Source: an optimization exercise on an open RTL-to-GDS flow (aim: small area). Production flows keep margins and buffers that such runs may drop. Function was checked by simulation only, so behaviour that the tests miss may differ from the original.

==> flow/design.v <==
module buzzer(clk, rst, pitch, note, buzz);
parameter CLK_HZ = 50_000_000;
localparam HALF = CLK_HZ / 2;
input clk;
input rst;
input [2:0] note;
input pitch;
output reg buzz;
reg [25:0] limiter;
reg [25:0] counter;
always @(*) begin
	case (note)
		1:  limiter = HALF / (pitch == 1 ? 523 : 261);  
		2:  limiter = HALF / (pitch == 1 ? 587 : 293);  
		3:  limiter = HALF / (pitch == 1 ? 622 : 311);  
		4:  limiter = HALF / (pitch == 1 ? 698 : 349);  
		5:  limiter = HALF / (pitch == 1 ? 784 : 392);  
		6:  limiter = HALF / (pitch == 1 ? 830 : 415);  
		7:  limiter = HALF / (pitch == 1 ? 932 : 466);  
		default: limiter = 0;
	endcase
end
always @(posedge clk) begin
	if (rst) begin
		counter = 0;
		buzz = 0;
	end else begin
	counter = counter + 1;
	if (counter >= limiter) begin
		if (limiter > 0)
			buzz = ~buzz;
		else
			buzz = 0;
		counter = 0;
	end
	end
end
endmodule
module musicbox(clk, rst, buzz);
input clk;
input rst;
output buzz;
parameter CLK_HZ = 100_000;
reg [25:0] counter;
parameter base_limiter = CLK_HZ / 4;	 
parameter delay = CLK_HZ * 3 / 100;		 
reg [29:0] limiter;
reg [6:0] index;
reg [2:0] note;
reg pitch;
reg [3:0] length;
reg [3:0] len;
reg [2:0] rom_note;
reg rom_pitch;
always @(*) begin
    begin
        case(index)
            0:  begin rom_note = 5;  rom_pitch = 0;  length = 2;  end
            1:  begin rom_note = 7;  rom_pitch = 0;  length = 1;  end
            2:  begin rom_note = 1;  rom_pitch = 1;  length = 1;  end
            3:  begin rom_note = 0;  rom_pitch = 0;  length = 1;  end
            4:  begin rom_note = 2;  rom_pitch = 1;  length = 2;  end
            5:  begin rom_note = 7;  rom_pitch = 0;  length = 9;  end
            6:  begin rom_note = 5;  rom_pitch = 0;  length = 2;  end
            7:  begin rom_note = 7;  rom_pitch = 0;  length = 1;  end
            8:  begin rom_note = 1;  rom_pitch = 1;  length = 1;  end
            9:  begin rom_note = 0;  rom_pitch = 0;  length = 1;  end
            10: begin rom_note = 2;  rom_pitch = 1;  length = 2;  end
            11: begin rom_note = 7;  rom_pitch = 0;  length = 9;  end
            12: begin rom_note = 7;  rom_pitch = 0;  length = 3;  end
            13: begin rom_note = 1;  rom_pitch = 1;  length = 3;  end
            14: begin rom_note = 2;  rom_pitch = 1;  length = 3;  end
            15: begin rom_note = 3;  rom_pitch = 1;  length = 3;  end
            16: begin rom_note = 2;  rom_pitch = 1;  length = 1;  end
            17: begin rom_note = 0;  rom_pitch = 0;  length = 1;  end
            18: begin rom_note = 1;  rom_pitch = 1;  length = 1;  end
            19: begin rom_note = 0;  rom_pitch = 0;  length = 1;  end
            20: begin rom_note = 4;  rom_pitch = 1;  length = 3;  end
            21: begin rom_note = 3;  rom_pitch = 1;  length = 3;  end
            22: begin rom_note = 2;  rom_pitch = 1;  length = 3;  end
            23: begin rom_note = 1;  rom_pitch = 1;  length = 3;  end
            24: begin rom_note = 7;  rom_pitch = 0;  length = 4;  end
			25: begin rom_note = 7;  rom_pitch = 0;  length = 3;  end
            26: begin rom_note = 1;  rom_pitch = 1;  length = 2;  end
            27: begin rom_note = 0;  rom_pitch = 0;  length = 1;  end
            28: begin rom_note = 7;  rom_pitch = 0;  length = 3;  end
            29: begin rom_note = 1;  rom_pitch = 1;  length = 2;  end
            30: begin rom_note = 0;  rom_pitch = 0;  length = 1;  end
            31: begin rom_note = 7;  rom_pitch = 0;  length = 2;  end
            32: begin rom_note = 4;  rom_pitch = 0;  length = 2;  end
            33: begin rom_note = 5;  rom_pitch = 0;  length = 3;  end
            34: begin rom_note = 7;  rom_pitch = 0;  length = 2;  end
            35: begin rom_note = 0;  rom_pitch = 0;  length = 1;  end
            36: begin rom_note = 5;  rom_pitch = 0;  length = 3;  end
            37: begin rom_note = 7;  rom_pitch = 0;  length = 2;  end
            38: begin rom_note = 0;  rom_pitch = 0;  length = 1;  end
            39: begin rom_note = 5;  rom_pitch = 0;  length = 2;  end
            40: begin rom_note = 7;  rom_pitch = 0;  length = 5;  end
            41: begin rom_note = 1;  rom_pitch = 1;  length = 2;  end
            42: begin rom_note = 0;  rom_pitch = 0;  length = 1;  end
            43: begin rom_note = 7;  rom_pitch = 0;  length = 3;  end
            44: begin rom_note = 1;  rom_pitch = 1;  length = 2;  end
            45: begin rom_note = 0;  rom_pitch = 0;  length = 1;  end
            46: begin rom_note = 7;  rom_pitch = 0;  length = 2;  end
            47: begin rom_note = 4;  rom_pitch = 0;  length = 2;  end
            48: begin rom_note = 5;  rom_pitch = 0;  length = 3;  end
            49: begin rom_note = 7;  rom_pitch = 0;  length = 2;  end
            50: begin rom_note = 0;  rom_pitch = 0;  length = 1;  end
            51: begin rom_note = 5;  rom_pitch = 0;  length = 3;  end
            52: begin rom_note = 7;  rom_pitch = 0;  length = 2;  end
            53: begin rom_note = 0;  rom_pitch = 0;  length = 1;  end
            54: begin rom_note = 7;  rom_pitch = 0;  length = 1;  end
            55: begin rom_note = 1;  rom_pitch = 1;  length = 1;  end
            56: begin rom_note = 3;  rom_pitch = 1;  length = 3;  end
            57: begin rom_note = 5;  rom_pitch = 0;  length = 1;  end
            58: begin rom_note = 4;  rom_pitch = 0;  length = 1;  end
            59: begin rom_note = 5;  rom_pitch = 0;  length = 1;  end
            60: begin rom_note = 7;  rom_pitch = 0;  length = 1;  end
            61: begin rom_note = 4;  rom_pitch = 0;  length = 1;  end
            62: begin rom_note = 0;  rom_pitch = 0;  length = 1;  end
            63: begin rom_note = 5;  rom_pitch = 0;  length = 1;  end
            64: begin rom_note = 4;  rom_pitch = 0;  length = 1;  end
            65: begin rom_note = 5;  rom_pitch = 0;  length = 1;  end
            66: begin rom_note = 7;  rom_pitch = 0;  length = 1;  end
            67: begin rom_note = 1;  rom_pitch = 0;  length = 1;  end
            68: begin rom_note = 0;  rom_pitch = 0;  length = 1;  end
            69: begin rom_note = 4;  rom_pitch = 0;  length = 1;  end
            70: begin rom_note = 3;  rom_pitch = 0;  length = 1;  end
            71: begin rom_note = 2;  rom_pitch = 0;  length = 1;  end
            72: begin rom_note = 3;  rom_pitch = 0;  length = 1;  end
            73: begin rom_note = 4;  rom_pitch = 0;  length = 1;  end
            74: begin rom_note = 3;  rom_pitch = 0;  length = 1;  end
            75: begin rom_note = 4;  rom_pitch = 0;  length = 1;  end
            76: begin rom_note = 5;  rom_pitch = 0;  length = 1;  end
            77: begin rom_note = 1;  rom_pitch = 0;  length = 1;  end
            78: begin rom_note = 0;  rom_pitch = 0;  length = 1;  end
            79: begin rom_note = 4;  rom_pitch = 0;  length = 1;  end
            80: begin rom_note = 3;  rom_pitch = 0;  length = 1;  end
            81: begin rom_note = 4;  rom_pitch = 0;  length = 1;  end
            82: begin rom_note = 5;  rom_pitch = 0;  length = 1;  end
            83: begin rom_note = 1;  rom_pitch = 0;  length = 2;  end
            84: begin rom_note = 2;  rom_pitch = 0;  length = 2;  end
            85: begin rom_note = 3;  rom_pitch = 0;  length = 2;  end
            86: begin rom_note = 5;  rom_pitch = 0;  length = 1;  end
            87: begin rom_note = 4;  rom_pitch = 0;  length = 1;  end
            88: begin rom_note = 5;  rom_pitch = 0;  length = 1;  end
            89: begin rom_note = 7;  rom_pitch = 0;  length = 1;  end
            90: begin rom_note = 4;  rom_pitch = 0;  length = 1;  end
            91: begin rom_note = 0;  rom_pitch = 0;  length = 1;  end
            92: begin rom_note = 5;  rom_pitch = 0;  length = 1;  end
            93: begin rom_note = 4;  rom_pitch = 0;  length = 1;  end
            94: begin rom_note = 5;  rom_pitch = 0;  length = 1;  end
            95: begin rom_note = 7;  rom_pitch = 0;  length = 2;  end
            96: begin rom_note = 1;  rom_pitch = 0;  length = 1;  end
            97: begin rom_note = 0;  rom_pitch = 0;  length = 1;  end
            98: begin rom_note = 5;  rom_pitch = 0;  length = 1;  end
            99: begin rom_note = 4;  rom_pitch = 0;  length = 1;  end
           100: begin rom_note = 3;  rom_pitch = 0;  length = 1;  end
           101: begin rom_note = 4;  rom_pitch = 0;  length = 1;  end
           102: begin rom_note = 3;  rom_pitch = 0;  length = 1;  end
           103: begin rom_note = 4;  rom_pitch = 0;  length = 1;  end
           104: begin rom_note = 5;  rom_pitch = 0;  length = 1;  end
           105: begin rom_note = 4;  rom_pitch = 0;  length = 2;  end
           106: begin rom_note = 5;  rom_pitch = 0;  length = 1;  end
           107: begin rom_note = 7;  rom_pitch = 0;  length = 1;  end
           108: begin rom_note = 7;  rom_pitch = 0;  length = 1;  end
           109: begin rom_note = 3;  rom_pitch = 1;  length = 1;  end
           110: begin rom_note = 3;  rom_pitch = 1;  length = 1;  end
           111: begin rom_note = 2;  rom_pitch = 1;  length = 1;  end
           112: begin rom_note = 2;  rom_pitch = 1;  length = 1;  end
           113: begin rom_note = 1;  rom_pitch = 1;  length = 1;  end
           114: begin rom_note = 7;  rom_pitch = 0;  length = 1;  end
            default: begin rom_note = 0;  rom_pitch = 0;  length = 6; end
        endcase
    end
    if (len >= length) begin
        note = 0;
        pitch = 0;
    end else begin
        note = rom_note;
        pitch = rom_pitch;
    end
end
always @(posedge clk) begin
    if (rst) begin
        counter = 0;
        len = 0;
        index = 0;
    end else if (index > 115) begin
        index = 0;
    end else begin
		counter = counter + 1;
		if (len >= length) begin
			if (counter >= delay) begin
				counter = 0;
				len = 0;
                index = index + 1;
			end
		end else begin
			if (counter >= base_limiter) begin
				counter = 0;
				len = len + 1;
			end
		end
    end
end
buzzer #(.CLK_HZ(CLK_HZ)) bz1(clk, rst, pitch, note, buzz);
endmodule
==> flow/run.sh <==
#!/bin/bash
# synth_recipe.tcl (not shown) runs the flow's synth.tcl, then flattens the netlist and writes it again
# the make line also repeats each setting of config.mk as NAME=value (left out here)
make -C /OpenROAD-flow-scripts/flow DESIGN_CONFIG=/design/flow/config.mk WORK_HOME=/design/flow/orfs CLKGATE_MAP_FILE= SYNTH_SCRIPT=/design/flow/synth_recipe.tcl finish
==> flow/config.mk <==
export PLATFORM = sky130hd
export DESIGN_NAME = musicbox
export DESIGN_NICKNAME = musicbox
export VERILOG_FILES = /design/flow/design.v
export SDC_FILE = /design/flow/constraint.sdc
export NUM_CORES = 4
export LEC_CHECK = 0
export CAP_MARGIN = 20
export CORE_MARGIN = 2
export CORE_UTILIZATION = 40
export SLEW_MARGIN = 20
==> flow/constraint.sdc <==
create_clock -name core_clock -period 100.0 [get_ports {clk}]
set_input_delay 20.0000 -clock core_clock [delete_from_list [all_inputs] [get_ports {clk}]]
set_output_delay 20.0000 -clock core_clock [all_outputs]
set_load 0.01 [all_outputs]
==> flow_summary_export.csv <==
group,metric,value,unit
setup_path,startpoint,"len[0]$_SDFFE_PP0P_",
routing,via_per_inst,6.11,
grt,track_usage,22.8,%
grt,grt_pass1_wl,115,mm
cts,cts_buffers,9,
timing,fin_crit,75.29,ns
cts,ctsLongestPathBuffers,2,
die,die_width,243,um
finish,instances_no_fill,3993,
grt,overflow,0,
synthesis,ys_seq_elements,72,
synthesis,synth_edf_count,0,
die,fp.dieH,243,um
finish,final_core_util,42.1,%
status,outcome,"no timing/DRC/antenna violations",
routing,remaining_drc_errors,0,
timing,finalHoldViolCount,0,
routing,vias,24400,
timing,tns,0,ns
cts,clock-sinks,72,
setup_path,worstPathArrival,75.55,ns
timing,fin_ws,24.71,ns
cts,cts-root-buf,"clkbuf_16",
timing,fin_worst_skew,0.00812,ns
worst_hold_path,hold_path_class,"flop to flop",
cts,cts_resized,0,
flow_run,max_cap_viol_count,0,
cts,cts_tree,"yes",
die,die_area,58800,sq um
timing,rsz0062_at_grt,"false",
routing,wirelength,70.1,mm
grt,antenna_found_initial,0,
setup_path,critPathKind,"flop to flop",
grt,grt_pass1_vias,22400,
finish,diodes,0,
finish,stdcell_area,23700,sq um
finish,drive_above_1_share,6.02,%
cts,postCtsHoldBufs,0,
routing,dr.pass1.iters,7,
synthesis,syn_area,22800,sq um
synthesis,synth_cell_types,124,
cts,insertion_delay,0.34,ns
synthesis,syn_avg_cell_area,6.86,sq um
placed_design,dp.cells,3977,
grt,grt_max_degree,50,
timing,post-route-period-util,75.3,%
cts,h-tree-depth,3,
setup_path,slowest_stage,"o21a_2",
routing,ant_nets,0,
placed_design,dp_slack,25.71,ns
placed_design,place_congestion,0.909,
routing,initialDrtViolationCount,2075,
setup_path,cp-start-kind,"flop",
timing,slew_violations,0,
setup_path,end_kind,"flop",
cts,cts_setup_buffers,0,
cts,clk_pin_slew_worst_paths,0.06,ns
synthesis,ys_seq_area_share,6.33,%
routing,avgRoutedWirePerCell,17.6,um
placed_design,dpl_cell_area,23400,sq um
die,start_util,40.4,%
setup_path,cpPeakStageDelay,0.78,ns
worst_hold_path,worstHoldStart,"counter[24]$_SDFFE_PP0N_",
timing,finalSetupViolCount,0,
setup_path,reg2reg_from,"len[0]$_SDFFE_PP0P_",
timing,max_freq,0.0133,GHz
die,rows,87,
synthesis,yosys_warnings,2,
synthesis,async_flop_share,0,%
setup_path,path_common_cell,"a21oi_1",
timing,relSlewSlack,33.3,%
setup_path,cp.required,100.26,ns
finish,syn_to_final_growth,4.21,%
setup_path,crit_fanout,33,
placed_design,port_buffers,2,
placed_design,hpwlAfterDp,53.8,mm
finish,layout.nets,3477,
synthesis,synth_flop_cell,"dfxtp_1",
timing,whs,0.499,ns
die,fp.coreArea,56300,sq um
synthesis,synthCells,3319,
timing,worst_pin_slew,0.976,ns
die,ioPinCount,3,
synth_stat cells, types with 36 or more instances:
| library cell | number | area, sq um |
|---|---|---|
| a21oi_1 | 286 | 1430 |
| xnor2_1 | 155 | 1360 |
| nand3_1 | 92 | 460 |
| xor2_1 | 93 | 815 |
| nand2_1 | 290 | 1090 |
| nand2b_1 | 74 | 463 |
| o31ai_1 | 37 | 278 |
| nor4_1 | 36 | 225 |
| nor2b_1 | 67 | 419 |
| and3_1 | 49 | 307 |
| and2_1 | 49 | 307 |
| nor2_1 | 372 | 1400 |
| inv_1 | 74 | 278 |
| o21a_1 | 77 | 578 |
| a21o_1 | 89 | 668 |
| dfxtp_1 | 72 | 1440 |
| nand4_1 | 64 | 400 |
| ha_1 | 243 | 3040 |
| a211oi_1 | 37 | 278 |
| a31oi_1 | 65 | 407 |
| o211ai_1 | 38 | 285 |
| clkbuf_1 | 93 | 349 |
| o21ai_0 | 164 | 821 |
| nor3_1 | 127 | 636 |
layout by cell type, fill, tap and decap left out, drive strengths merged, types with 11 or more instances in the layout:
cell / count
o22ai: 13
o21ai: 195
nor3b: 17
nand4: 66
or4: 18
a221oi: 13
o211ai: 42
xor2: 93
o221ai: 11
and3: 49
a311oi: 18
mux2: 25
nor4: 44
mux2i: 20
nor3: 134
nand2b: 74
ha: 243
a2111oi: 17
and2: 49
a21o: 89
o21bai: 27
dfxtp: 72
or2: 34
nor2b: 67
nor2: 373
a21boi: 19
o21a: 79
inv: 79
nand2: 294
a31oi: 68
buf: 30
nand3: 96
and4: 14
xnor2: 156
o31ai: 42
a21oi: 291
or3: 34
a31o: 12
clkbuf: 11
a211oi: 40
sequential cells by signal (all words and copies together) (netlist names):
register,cells
bz1.counter,26
counter,26
index,7
len,4
length,4
rom_note,3
bz1.buzz,1
rom_pitch,1
final cells by class:
class,instances,area [sq um]
clock buffer,11,243
clock inverter,5,40.0
fill,5939,32600
inverter,79,297
multi-input combinational,3038,20500
sequential,72,1440
tap,756,946
timing repair buffer,32,245
critical path, delay by kind of cell (launching register included):
kind	cells	cell delay, ns
flip-flops	1	0.38
AND/OR/NAND/NOR	117	24.52
adder cells (fa/ha/maj)	26	8.24
multiplexers	4	1.58
AO/OA/AOI/OAI	184	39.29
buffers and inverters	6	1.07
kinds of logic (layout without fill, tap and decap cells):
logic type	after synthesis	count (layout)	synth area share, %
AND/OR/NAND/NOR	1388	1388	31.2
AO/OA/AOI/OAI	1102	1102	33.2
XOR/XNOR	249	249	9.62
adder cells (fa/ha/maj)	243	243	13.4
buffers and inverters	217	127	3.95
flip-flops	72	72	6.33
multiplexers	46	46	2.30
other	2	10	0.0330
metal layers:
layer | routed length, um | GRT usage [%] | part of all wire (%)
met4 | 1320 | 5.07 | 1.9
met3 | 3760 | 1.76 | 5.4
met5 | 0 | 0 | 0
met1 | 33400 | 31.8 | 48
met2 | 31600 | 38.2 | 45
worst paths after layout:
| check | to | slack [ns] | cells past startpoint |
|---|---|---|---|
| setup / recovery | bz1.counter[7]$_SDFF_PP0_ | 24.71 | 337 |
| hold / removal | counter[24]$_SDFFE_PP0N_ | 0.50 | 1 |
| setup reg to reg | bz1.counter[7]$_SDFF_PP0_ | 24.71 | 337 |
| hold reg to reg | counter[24]$_SDFFE_PP0N_ | 0.50 | 1 |

static timing again, ports no longer ideal:
In the flow no input, the clock included, has a driving cell. The finished layout below was timed again as built, in two steps. Step 1 sets driving cells, clkbuf_16 on the clock port and buf_2 on the other inputs (assumed; they add their load-dependent delay and slew). Step 2 times the ports against the registers' clock, not the clock port: input delays grow and output delays shrink by t, the midpoint of the rising clock arrivals with the driver on. a / b / c = ideal / step 1 / step 2; a / b = the first two.
shift t [ns]: 0.374
setup WS [ns]: 24.710 / 24.710 / 24.710
latest minus earliest clock arrival (ns): 0.009 / 0.009
worst data-port slew with drivers (ns): 0.03
After both steps setup and hold are still met in this run. For this run, drivers alone change the setup slack by 0.000 ns; drivers and shift together by 0.000 ns.
